Source: an optimization exercise on an open RTL-to-GDS flow (aim: small area, a short achievable clock period and few clock cycles). Production flows keep margins and buffers that such runs may drop.
At most, simulation tests tie the RTL to the original design; equivalence was not proved.

==> v35: inputs <==
==> flow/design.v <==
`timescale 1ns / 1ps
module convolution(
    input clk,
    input [7:0] pix,            
    input [71:0] kernel,
    input [1:0] ph,             
    output [19:0] sum
    );
    reg [7:0] px;
    reg [7:0] w0, w1, w2;
    always @(posedge clk) begin
        px <= pix;
        case (ph)
            2'd1: begin w0 <= kernel[7:0];   w1 <= kernel[15:8];  w2 <= kernel[23:16]; end
            2'd2: begin w0 <= kernel[31:24]; w1 <= kernel[39:32]; w2 <= kernel[47:40]; end
            default: begin w0 <= kernel[55:48]; w1 <= kernel[63:56]; w2 <= kernel[71:64]; end
        endcase
    end
    reg [11:0] a0, a1, a2, b0, b1, b2;
    always @(posedge clk) begin
        a0 <= px * w0[3:0];
        b0 <= px * w0[7:4];
        a1 <= px * w1[3:0];
        b1 <= px * w1[7:4];
        a2 <= px * w2[3:0];
        b2 <= px * w2[7:4];
    end
    wire first = (ph == 2'd0);
    reg [17:0] s0;
    reg [18:0] s1;
    reg [19:0] s2;
    always @(posedge clk) begin
        s0 <= (first ? 18'd0 : s0) + a0 + {b0, 4'd0};
        s1 <= (first ? {1'b0, s0} : s1) + a1 + {b1, 4'd0};
        s2 <= (first ? {1'b0, s1} : s2) + a2 + {b2, 4'd0};
    end
    assign sum = s2;
endmodule
`timescale 1ns / 1ps
module controller_fsm(
    input clk,
    input rst,
    input start,
    output reg rd,
    output reg [14:0] addr,
    output reg [1:0] ph,
    output reg result_valid,
    output reg done
    );
    reg [7:0] col;              
    wire col_end = (col == 8'd129);
    wire last_rd = (addr == 15'd16899);
    reg o1, o2, o3, l1, l2, l3;         
    always @(posedge clk) begin
        if (rst) begin
            rd <= 1'b0;
            done <= 1'b0;
            result_valid <= 1'b0;
            o1 <= 1'b0; o2 <= 1'b0; o3 <= 1'b0; l1 <= 1'b0; l2 <= 1'b0; l3 <= 1'b0;
        end else begin
            o1 <= rd && (ph == 2'd2) && (col[7:1] != 7'd0);
            l1 <= rd && last_rd;
            o2 <= o1;
            l2 <= l1;
            o3 <= o2;
            l3 <= l2;
            result_valid <= o3;
            if (start) begin
                rd <= 1'b1;
                done <= 1'b0;
            end else begin
                if (last_rd) rd <= 1'b0;
                if (l3) done <= 1'b1;
            end
        end
    end
    always @(posedge clk) begin
        if (start) begin
            addr <= 15'd0;
            ph <= 2'd0;
            col <= 8'd0;
        end else begin
            ph <= (ph == 2'd2) ? 2'd0 : ph + 2'd1;
            if (ph == 2'd2) begin
                addr <= addr - 15'd259;
                col <= col_end ? 8'd0 : col + 8'd1;
            end else begin
                addr <= addr + 15'd130;
            end
        end
    end
endmodule
`timescale 1ns / 1ps
module conv2d_engine(
    input clk,
    input rst,                  
    input start,                
    input [71:0] kernel,        
    output mem_rd,              
    output [14:0] mem_addr,     
    input [7:0] mem_rdata,      
    output [23:0] result,       
    output result_valid,        
    output done                 
    );
    wire [1:0]  ph;
    wire [19:0] sum;
    controller_fsm ctrl(
        .clk(clk), .rst(rst), .start(start),
        .rd(mem_rd), .addr(mem_addr), .ph(ph),
        .result_valid(result_valid), .done(done)
    );
    convolution conv(
        .clk(clk), .pix(mem_rdata), .kernel(kernel), .ph(ph), .sum(sum)
    );
    assign result = {4'd0, sum};
endmodule
==> flow/run.sh <==
#!/bin/bash
# synth_recipe.tcl (not shown) runs the flow's synth.tcl, then flattens the netlist and writes it again
# the make line also repeats each setting of config.mk as NAME=value (left out here)
make -C /OpenROAD-flow-scripts/flow DESIGN_CONFIG=/design/flow/config.mk WORK_HOME=/design/flow/orfs CLKGATE_MAP_FILE= SYNTH_SCRIPT=/design/flow/synth_recipe.tcl finish
==> flow/config.mk <==
export PLATFORM = sky130hd
export DESIGN_NAME = conv2d_engine
export DESIGN_NICKNAME = conv2d_engine
export VERILOG_FILES = /design/flow/design.v
export SDC_FILE = /design/flow/constraint.sdc
export NUM_CORES = 4
export LEC_CHECK = 0
export CAP_MARGIN = 20
export CORE_MARGIN = 2
export CORE_UTILIZATION = 40
export SLEW_MARGIN = 20
==> flow/constraint.sdc <==
create_clock -name core_clock -period 11.0 [get_ports {clk}]
set_input_delay 2.2000 -clock core_clock [delete_from_list [all_inputs] [get_ports {clk}]]
set_output_delay 2.2000 -clock core_clock [all_outputs]
set_load 0.01 [all_outputs]
==> v23 (differences from v35) <==
==> flow/design.v (replaced) <==
`timescale 1ns / 1ps
module convolution(
    input clk,
    input [7:0] pix,            
    input [71:0] kernel,
    input [1:0] ph1,            
    input [1:0] ph3,
    input v3,
    output [19:0] sum
    );
    reg [7:0] px;
    reg [7:0] w0, w1, w2;
    always @(posedge clk) begin
        px <= pix;
        case (ph1)
            2'd0: begin w0 <= kernel[7:0];   w1 <= kernel[15:8];  w2 <= kernel[23:16]; end
            2'd1: begin w0 <= kernel[31:24]; w1 <= kernel[39:32]; w2 <= kernel[47:40]; end
            default: begin w0 <= kernel[55:48]; w1 <= kernel[63:56]; w2 <= kernel[71:64]; end
        endcase
    end
    reg [15:0] p0, p1, p2;
    always @(posedge clk) begin
        p0 <= px * w0;
        p1 <= px * w1;
        p2 <= px * w2;
    end
    reg [17:0] s0;
    reg [18:0] s1;
    reg [19:0] s2;
    wire first = (ph3 == 2'd0);
    always @(posedge clk) begin
        if (v3) begin
            s0 <= (first ? 18'd0 : s0) + p0;
            s1 <= (first ? {1'b0, s0} : s1) + p1;
            s2 <= (first ? {1'b0, s1} : s2) + p2;
        end
    end
    assign sum = s2;
endmodule
`timescale 1ns / 1ps
module controller_fsm(
    input clk,
    input rst,
    input start,
    output reg rd,
    output reg [14:0] addr,
    output [1:0] ph1,           
    output [1:0] ph3,           
    output v3,                  
    output out3,                
    output last3,               
    output reg result_valid,
    output reg done
    );
    reg [1:0] ph;               
    reg [7:0] col;              
    reg [6:0] row;              
    wire col_end = (col == 8'd129);
    wire last_rd = col_end && (row == 7'd127) && (ph == 2'd2);
    reg [4:0] st1, st2, st3;
    wire [4:0] st0 = {rd, ph, (col >= 8'd2), last_rd};
    always @(posedge clk) begin
        if (rst) begin
            rd <= 1'b0;
            done <= 1'b0;
            result_valid <= 1'b0;
            st1 <= 5'd0; st2 <= 5'd0; st3 <= 5'd0;
        end else begin
            st1 <= rd ? st0 : 5'd0;
            st2 <= st1;
            st3 <= st2;
            result_valid <= st3[4] && st3[1] && (st3[3:2] == 2'd2);
            if (start) begin
                rd <= 1'b1;
                done <= 1'b0;
            end else begin
                if (rd && last_rd) rd <= 1'b0;
                if (st3[4] && st3[0]) done <= 1'b1;
            end
        end
    end
    always @(posedge clk) begin
        if (start) begin
            addr <= 15'd0;
            ph <= 2'd0;
            col <= 8'd0;
            row <= 7'd0;
        end else if (rd) begin
            if (ph == 2'd2) begin
                ph <= 2'd0;
                addr <= addr - 15'd259;
                col <= col_end ? 8'd0 : col + 8'd1;
                if (col_end) row <= row + 7'd1;
            end else begin
                ph <= ph + 2'd1;
                addr <= addr + 15'd130;
            end
        end
    end
    assign ph1 = st1[3:2];
    assign ph3 = st3[3:2];
    assign v3 = st3[4];
    assign out3 = st3[1];
    assign last3 = st3[0];
endmodule
`timescale 1ns / 1ps
module conv2d_engine(
    input clk,
    input rst,                  
    input start,                
    input [71:0] kernel,        
    output mem_rd,              
    output [14:0] mem_addr,     
    input [7:0] mem_rdata,      
    output [23:0] result,       
    output result_valid,        
    output done                 
    );
    wire [1:0]  ph1, ph3;
    wire        v3, out3, last3;
    wire [19:0] sum;
    controller_fsm ctrl(
        .clk(clk), .rst(rst), .start(start),
        .rd(mem_rd), .addr(mem_addr),
        .ph1(ph1), .ph3(ph3), .v3(v3), .out3(out3), .last3(last3),
        .result_valid(result_valid), .done(done)
    );
    convolution conv(
        .clk(clk), .pix(mem_rdata), .kernel(kernel),
        .ph1(ph1), .ph3(ph3), .v3(v3), .sum(sum)
    );
    assign result = {4'd0, sum};
endmodule
==> v24 (differences from v35) <==
SETUP_SLACK_MARGIN = 5   (was not set)
==> summary of the runs <==
Of v23 and v35, v23 has the higher synthesized area (gap about 2.5%, measured against v35).
In worst hold slack, v35 and v24 do not differ.
In v23 the routed wire length is larger than in v24, by about 0.26%.
Against v35, the final cell count of v23 is smaller by 0.67%.
In v24 the register-to-register slack is higher than in v23, by 1.1 ns.
==> figures <==
Outcome: v35 no timing/DRC/antenna violations; v24 no timing/DRC/antenna violations; v23 no timing/DRC/antenna violations
Source of the worst hold timing path: v35 ctrl.o1; v24 ctrl.o1; v23 ctrl.st2[3]
Final clock period utilization by the worst path: v35 0.364; v24 0.364; v23 0.465
Maximum number of pins on one net before global-route repair: v35 62; v24 62; v23 56
Tot GR Track Use: v35 0.176; v24 0.176; v23 0.177
Netlist area before placement: v35 14800 µm²; v24 14800 µm²; v23 15200 µm²
Share of post-route cells with drive strength above 1: v35 0.0442; v24 0.0442; v23 0.0522
Sequential fraction of the synthesis area: v35 0.263; v24 0.263; v23 0.284
Number of ordinary inverters in the final layout: v35 214; v24 214; v23 179
Seq cells: v35 195; v24 195; v23 187
Number of antenna cells inserted: v35 0; v24 0; v23 1
Highest routed metal layer: v35 met4; v24 met4; v23 met5
Startpoint of the lowest-slack register-to-register path: v35 ctrl.ph[0]; v24 ctrl.ph[0]; v23 conv.px[3]
No run of this note included a check of the RTL's function; only the layout flow was run.

==> branch ember: inputs <==
Another version of the RTL of conv2d_engine (not shown whole).
==> module convolution, before the edit <==
module convolution(
    input clk,
    input [7:0] pix,            
    input [71:0] kernel,
    input [1:0] ph,             
    output [19:0] sum
    );
    reg [7:0] px;
    reg [7:0] w0, w1, w2;
    always @(posedge clk) begin
        px <= pix;
        case (ph)
            2'd1: begin w0 <= kernel[7:0];   w1 <= kernel[15:8];  w2 <= kernel[23:16]; end
            2'd2: begin w0 <= kernel[31:24]; w1 <= kernel[39:32]; w2 <= kernel[47:40]; end
            default: begin w0 <= kernel[55:48]; w1 <= kernel[63:56]; w2 <= kernel[71:64]; end
        endcase
    end
    wire [15:0] ps0, pc0, ps1, pc1, ps2, pc2;
    mul8cs m0(.a(px), .b(w0), .s(ps0), .c(pc0));
    mul8cs m1(.a(px), .b(w1), .s(ps1), .c(pc1));
    mul8cs m2(.a(px), .b(w2), .s(ps2), .c(pc2));
    reg [15:0] qs0, qc0, qs1, qc1, qs2, qc2;
    always @(posedge clk) begin
        qs0 <= ps0; qc0 <= pc0;
        qs1 <= ps1; qc1 <= pc1;
        qs2 <= ps2; qc2 <= pc2;
    end
    reg first;
    always @(posedge clk) first <= (ph == 2'd2);
    reg [17:0] s0;
    reg [18:0] s1;
    reg [19:0] s2;
    always @(posedge clk) begin
        s0 <= (first ? 18'd0 : s0) + qs0 + qc0;
        s1 <= (first ? {1'b0, s0} : s1) + qs1 + qc1;
        s2 <= (first ? {1'b0, s1} : s2) + qs2 + qc2;
    end
    assign sum = s2;
endmodule
==> module controller_fsm, before the edit <==
module controller_fsm(
    input clk,
    input rst,
    input start,
    output reg rd,
    output reg [14:0] addr,
    output reg [1:0] ph,
    output reg result_valid,
    output reg done
    );
    reg [7:0] col;              
    wire col_end = (col == 8'd129);
    wire last_rd = (addr == 15'd16899);
    reg o1, o2, o3, l1, l2, l3;         
    always @(posedge clk) begin
        if (rst) begin
            rd <= 1'b0;
            done <= 1'b0;
            result_valid <= 1'b0;
            o1 <= 1'b0; o2 <= 1'b0; o3 <= 1'b0; l1 <= 1'b0; l2 <= 1'b0; l3 <= 1'b0;
        end else begin
            o1 <= rd && (ph == 2'd2) && (col[7:1] != 7'd0);
            l1 <= rd && last_rd;
            o2 <= o1;
            l2 <= l1;
            o3 <= o2;
            l3 <= l2;
            result_valid <= o3;
            if (start) begin
                rd <= 1'b1;
                done <= 1'b0;
            end else begin
                if (last_rd) rd <= 1'b0;
                if (l3) done <= 1'b1;
            end
        end
    end
    always @(posedge clk) begin
        if (start) begin
            addr <= 15'd0;
            ph <= 2'd0;
            col <= 8'd0;
        end else begin
            ph <= (ph == 2'd2) ? 2'd0 : ph + 2'd1;
            if (ph == 2'd2) begin
                addr <= addr - 15'd259;
                col <= col_end ? 8'd0 : col + 8'd1;
            end else begin
                addr <= addr + 15'd130;
            end
        end
    end
endmodule
==> module conv2d_engine, before the edit <==
module conv2d_engine(
    input clk,
    input rst,                  
    input start,                
    input [71:0] kernel,        
    output mem_rd,              
    output [14:0] mem_addr,     
    input [7:0] mem_rdata,      
    output [23:0] result,       
    output result_valid,        
    output done                 
    );
    wire [1:0]  ph;
    wire [19:0] sum;
    controller_fsm ctrl(
        .clk(clk), .rst(rst), .start(start),
        .rd(mem_rd), .addr(mem_addr), .ph(ph),
        .result_valid(result_valid), .done(done)
    );
    convolution conv(
        .clk(clk), .pix(mem_rdata), .kernel(kernel), .ph(ph), .sum(sum)
    );
    assign result = {4'd0, sum};
endmodule
==> flow/config.mk <==
export PLATFORM = sky130hd
export DESIGN_NAME = conv2d_engine
export DESIGN_NICKNAME = conv2d_engine
export VERILOG_FILES = /design/flow/design.v
export SDC_FILE = /design/flow/constraint.sdc
export NUM_CORES = 4
export LEC_CHECK = 0
export CAP_MARGIN = 20
export CORE_MARGIN = 2
export CORE_UTILIZATION = 40
export SLEW_MARGIN = 20
==> flow/constraint.sdc <==
create_clock -name core_clock -period 11.0 [get_ports {clk}]
set_input_delay 2.2000 -clock core_clock [delete_from_list [all_inputs] [get_ports {clk}]]
set_output_delay 2.2000 -clock core_clock [all_outputs]
set_load 0.01 [all_outputs]
standard.sh (not shown) runs the stock make flow with config.mk's settings and CLKGATE_MAP_FILE= SYNTH_SCRIPT=/design/flow/synth_recipe.tcl, a recipe that flattens the netlist after the stock synthesis.
==> flow/flow/run.sh <==
#!/bin/bash
# Standard layout, with repair_timing aiming at setup slack >= MARGIN ns
# (the clock period and constraints are unchanged).
set -euo pipefail
MARGIN=$(cat flow/margin.txt)
bash standard.sh SETUP_SLACK_MARGIN=$MARGIN finish > flow_make.log 2>&1
==> flow/flow/margin.txt <==
7.6
==> inputs of branch violet, as changes to branch ember <==
--- a/flow/design.v
+++ b/flow/design.v
@@ -119,6 +119,7 @@
 `timescale 1ns / 1ps
 module convolution(
     input clk,
+    input rst,
     input [7:0] pix,            
     input [71:0] kernel,
     input [1:0] ph,             
@@ -144,15 +145,19 @@
         qs1 <= ps1; qc1 <= pc1;
         qs2 <= ps2; qc2 <= pc2;
     end
-    reg first;
-    always @(posedge clk) first <= (ph == 2'd2);
+    reg first0, first1, first2;
+    always @(posedge clk) begin
+        first0 <= (ph == 2'd2);
+        first1 <= ph[1];
+        first2 <= (ph == 2'd2) & ~rst;
+    end
     reg [17:0] s0;
     reg [18:0] s1;
     reg [19:0] s2;
     always @(posedge clk) begin
-        s0 <= (first ? 18'd0 : s0) + qs0 + qc0;
-        s1 <= (first ? {1'b0, s0} : s1) + qs1 + qc1;
-        s2 <= (first ? {1'b0, s1} : s2) + qs2 + qc2;
+        s0 <= (first0 ? 18'd0 : s0) + qs0 + qc0;
+        s1 <= (first1 ? {1'b0, s0} : s1) + qs1 + qc1;
+        s2 <= (first2 ? {1'b0, s1} : s2) + qs2 + qc2;
     end
     assign sum = s2;
 endmodule
@@ -167,30 +172,29 @@
     output reg result_valid,
     output reg done
     );
-    reg [7:0] col;              
-    wire col_end = (col == 8'd129);
+    reg [7:0] k;
+    reg busy;                   
     wire last_rd = (addr == 15'd16899);
-    reg o1, o2, o3, l1, l2, l3;         
+    wire k_end = (k == 8'd127);  
+    wire out = busy && (ph == 2'd2) && !k[7];
     always @(posedge clk) begin
         if (rst) begin
             rd <= 1'b0;
+            busy <= 1'b0;
             done <= 1'b0;
             result_valid <= 1'b0;
-            o1 <= 1'b0; o2 <= 1'b0; o3 <= 1'b0; l1 <= 1'b0; l2 <= 1'b0; l3 <= 1'b0;
         end else begin
-            o1 <= rd && (ph == 2'd2) && (col[7:1] != 7'd0);
-            l1 <= rd && last_rd;
-            o2 <= o1;
-            l2 <= l1;
-            o3 <= o2;
-            l3 <= l2;
-            result_valid <= o3;
+            result_valid <= out;
             if (start) begin
                 rd <= 1'b1;
+                busy <= 1'b1;
                 done <= 1'b0;
             end else begin
                 if (last_rd) rd <= 1'b0;
-                if (l3) done <= 1'b1;
+                if (out && k_end && !rd) begin
+                    busy <= 1'b0;
+                    done <= 1'b1;
+                end
             end
         end
     end
@@ -198,12 +202,12 @@
         if (start) begin
             addr <= 15'd0;
             ph <= 2'd0;
-            col <= 8'd0;
+            k <= 8'd253;
         end else begin
             ph <= (ph == 2'd2) ? 2'd0 : ph + 2'd1;
             if (ph == 2'd2) begin
                 addr <= addr - 15'd259;
-                col <= col_end ? 8'd0 : col + 8'd1;
+                k <= k_end ? 8'd254 : k + 8'd1;
             end else begin
                 addr <= addr + 15'd130;
             end
@@ -231,7 +235,7 @@
         .result_valid(result_valid), .done(done)
     );
     convolution conv(
-        .clk(clk), .pix(mem_rdata), .kernel(kernel), .ph(ph), .sum(sum)
+        .clk(clk), .rst(rst), .pix(mem_rdata), .kernel(kernel), .ph(ph), .sum(sum)
     );
     assign result = {4'd0, sum};
 endmodule
==> flow/flow/run.sh (replaced) <==
#!/bin/bash
# The standard layout (the standard.sh, standard synthesis unchanged), with
# the ORFS settings listed in flow/vars.txt added to its make command line:
# repair_timing aims at a setup slack margin; the clock period and the
# constraints are unchanged.
set -euo pipefail
mapfile -t VARS < <(grep -v '^#' flow/vars.txt | grep .)
bash standard.sh "${VARS[@]}" finish > flow_make.log 2>&1
==> flow/flow/vars.txt (new file) <==
SETUP_SLACK_MARGIN=7.85
BUFFER_PORTS_ARGS=-buffer_cell sky130_fd_sc_hd__buf_1
CTS_BUF_LIST=sky130_fd_sc_hd__clkbuf_8
CTS_CLUSTER_SIZE=40
CORE_UTILIZATION=75
removed: flow/flow/margin.txt
==> inputs of branch tundra, as changes to branch ember <==
--- a/flow/design.v
+++ b/flow/design.v
@@ -119,6 +119,7 @@
 `timescale 1ns / 1ps
 module convolution(
     input clk,
+    input rst,
     input [7:0] pix,            
     input [71:0] kernel,
     input [1:0] ph,             
@@ -144,15 +145,19 @@
         qs1 <= ps1; qc1 <= pc1;
         qs2 <= ps2; qc2 <= pc2;
     end
-    reg first;
-    always @(posedge clk) first <= (ph == 2'd2);
+    reg first0, first1, first2;
+    always @(posedge clk) begin
+        first0 <= (ph == 2'd2);
+        first1 <= ph[1];
+        first2 <= (ph == 2'd2) & ~rst;
+    end
     reg [17:0] s0;
     reg [18:0] s1;
     reg [19:0] s2;
     always @(posedge clk) begin
-        s0 <= (first ? 18'd0 : s0) + qs0 + qc0;
-        s1 <= (first ? {1'b0, s0} : s1) + qs1 + qc1;
-        s2 <= (first ? {1'b0, s1} : s2) + qs2 + qc2;
+        s0 <= (first0 ? 18'd0 : s0) + qs0 + qc0;
+        s1 <= (first1 ? {1'b0, s0} : s1) + qs1 + qc1;
+        s2 <= (first2 ? {1'b0, s1} : s2) + qs2 + qc2;
     end
     assign sum = s2;
 endmodule
@@ -167,30 +172,29 @@
     output reg result_valid,
     output reg done
     );
-    reg [7:0] col;              
-    wire col_end = (col == 8'd129);
+    reg [7:0] k;
+    reg busy;                   
     wire last_rd = (addr == 15'd16899);
-    reg o1, o2, o3, l1, l2, l3;         
+    wire k_end = (k == 8'd127);  
+    wire out = busy && (ph == 2'd2) && !k[7];
     always @(posedge clk) begin
         if (rst) begin
             rd <= 1'b0;
+            busy <= 1'b0;
             done <= 1'b0;
             result_valid <= 1'b0;
-            o1 <= 1'b0; o2 <= 1'b0; o3 <= 1'b0; l1 <= 1'b0; l2 <= 1'b0; l3 <= 1'b0;
         end else begin
-            o1 <= rd && (ph == 2'd2) && (col[7:1] != 7'd0);
-            l1 <= rd && last_rd;
-            o2 <= o1;
-            l2 <= l1;
-            o3 <= o2;
-            l3 <= l2;
-            result_valid <= o3;
+            result_valid <= out;
             if (start) begin
                 rd <= 1'b1;
+                busy <= 1'b1;
                 done <= 1'b0;
             end else begin
                 if (last_rd) rd <= 1'b0;
-                if (l3) done <= 1'b1;
+                if (out && k_end && !rd) begin
+                    busy <= 1'b0;
+                    done <= 1'b1;
+                end
             end
         end
     end
@@ -198,12 +202,12 @@
         if (start) begin
             addr <= 15'd0;
             ph <= 2'd0;
-            col <= 8'd0;
+            k <= 8'd253;
         end else begin
             ph <= (ph == 2'd2) ? 2'd0 : ph + 2'd1;
             if (ph == 2'd2) begin
                 addr <= addr - 15'd259;
-                col <= col_end ? 8'd0 : col + 8'd1;
+                k <= k_end ? 8'd254 : k + 8'd1;
             end else begin
                 addr <= addr + 15'd130;
             end
@@ -231,7 +235,7 @@
         .result_valid(result_valid), .done(done)
     );
     convolution conv(
-        .clk(clk), .pix(mem_rdata), .kernel(kernel), .ph(ph), .sum(sum)
+        .clk(clk), .rst(rst), .pix(mem_rdata), .kernel(kernel), .ph(ph), .sum(sum)
     );
     assign result = {4'd0, sum};
 endmodule
==> flow/flow/run.sh (replaced) <==
#!/bin/bash
# The standard layout (the standard.sh, standard synthesis unchanged), with
# the ORFS settings listed in flow/vars.txt added to its make command line:
# repair_timing aims at a setup slack margin; the clock period and the
# constraints are unchanged.
set -euo pipefail
mapfile -t VARS < <(grep -v '^#' flow/vars.txt | grep .)
bash standard.sh "${VARS[@]}" finish > flow_make.log 2>&1
==> flow/flow/vars.txt (new file) <==
SETUP_SLACK_MARGIN=7.7
BUFFER_PORTS_ARGS=-buffer_cell sky130_fd_sc_hd__buf_2
CTS_BUF_LIST=sky130_fd_sc_hd__clkbuf_8
CTS_CLUSTER_SIZE=40
CORE_UTILIZATION=60
removed: flow/flow/margin.txt
==> summary of the runs <==
The highest clock skew belongs to branch violet, the lowest to branch ember.
Of branch violet and branch ember, branch violet has the higher clock-buffer cell count (gap 11).
The lowest non-clock buffer count belongs to branch ember, the highest to branch violet.
The highest sequential share of layout area belongs to branch tundra, the lowest to branch violet.
Via count: branch violet > branch ember > branch tundra.
Maximum frequency: branch ember is higher than branch violet (12%).
Branch violet passed the timing, design-rule and antenna checks. Branch ember produced a clean layout. Branch tundra finished clean.
==> figures <==
Result of the run: branch ember complete, no violations; branch violet complete, no violations; branch tundra complete, no violations
Post-Layout Inst Area: branch ember 15900 µm²; branch violet 16000 µm²; branch tundra 15200 µm²
Placed inst area: branch ember 15000 µm²; branch violet 13800 µm²; branch tundra 14000 µm²
Worst-Skew Late Latency: branch ember 0.52 ns; branch violet 0.57 ns; branch tundra 0.52 ns
DRT met1 WL: branch ember 14.2 mm; branch violet 14.5 mm; branch tundra 13.8 mm
Pre-CTS setup slack: branch ember 7.23 ns; branch violet 7.14 ns; branch tundra 6.95 ns
Non-clock buffer share: branch ember 8.07%; branch violet 8.00%; branch tundra 5.50%
Via/cell ratio: branch ember 4.86; branch violet 6.58; branch tundra 5.18
Area of all sequential standard cells: branch ember 4280 µm²; branch violet 4260 µm²; branch tundra 4200 µm²
Area of the core region: branch ember 33400 µm²; branch violet 17200 µm²; branch tundra 21700 µm²
Final core utilization: branch ember 47.8%; branch violet 92.9%; branch tundra 70.0%
Fraction of area in multi-input gates: branch ember 52.6%; branch violet 53.9%; branch tundra 55.4%
Avg Inst Size Synth: branch ember 9.94 µm²; branch violet 9.97 µm²; branch tundra 9.97 µm²
Critical path startpoint: branch ember conv.s2[5]; branch violet conv.first1; branch tundra conv.first1
TritonCTS buffer count: branch ember 25; branch violet 36; branch tundra 38
Final period demand of the worst path: branch ember 3.35 ns; branch violet 3.74 ns; branch tundra 3.28 ns
Required time of the critical path: branch ember 8.80 ns; branch violet 11.39 ns; branch tundra 11.46 ns
Global placer's final weighted congestion: branch ember 0.826; branch violet 0.876; branch tundra 0.836
Fraction of area in registers: branch ember 26.9%; branch violet 26.6%; branch tundra 27.7%
Via count: branch ember 9390; branch violet 11600; branch tundra 9155
Worst R2R Start: branch ember conv.first; branch violet conv.first1; branch tundra conv.first1
Testbench counts of branch violet, summed over its fixed seeds: cycles 399,392.
Testbench counts of branch tundra, summed over its fixed seeds: cycles 399,392.
No functional check of the RTL was part of branch ember.

-- separate check: timing with driven ports --
How much do the figures lean on ideal ports? The routed layouts below were timed once more, with nothing changed but the port constraints.
Step 1 (the two cells are an assumption about what drives the block):
set clk [get_ports {clk}]
set_driving_cell -lib_cell sky130_fd_sc_hd__clkbuf_16 $clk
set_driving_cell -lib_cell sky130_fd_sc_hd__buf_2 [delete_from_list [all_inputs] $clk]
Step 2 also shifts input and output timing later by t, the mid clock arrival at the registers, as if the neighbouring blocks saw the same clock.
Three values: ideal ports, drivers, drivers and shift; two values: the first two.
| run | shift t [ns] | setup WS [ns] | worst setup path after step 2 |
|---|---|---|---|
| v35 | 0.502 | 6.991 / 6.991 / 6.991 | register to register |
| v23 | 0.493 | 5.887 / 5.887 / 5.887 | register to register |
| v24 | 0.502 | 6.991 / 6.991 / 6.991 | register to register |
| branch ember | 0.570 | 7.647 / 7.595 / 7.239 | input to register |
| branch violet | 0.592 | 7.261 / 7.261 / 7.261 | register to register |
| branch tundra | 0.550 | 7.725 / 7.693 / 7.725 | register to register |
After both steps every run listed still meets setup and hold. For branch ember, which loses most, drivers alone change the setup slack by -0.052 ns; drivers and shift together by -0.408 ns.
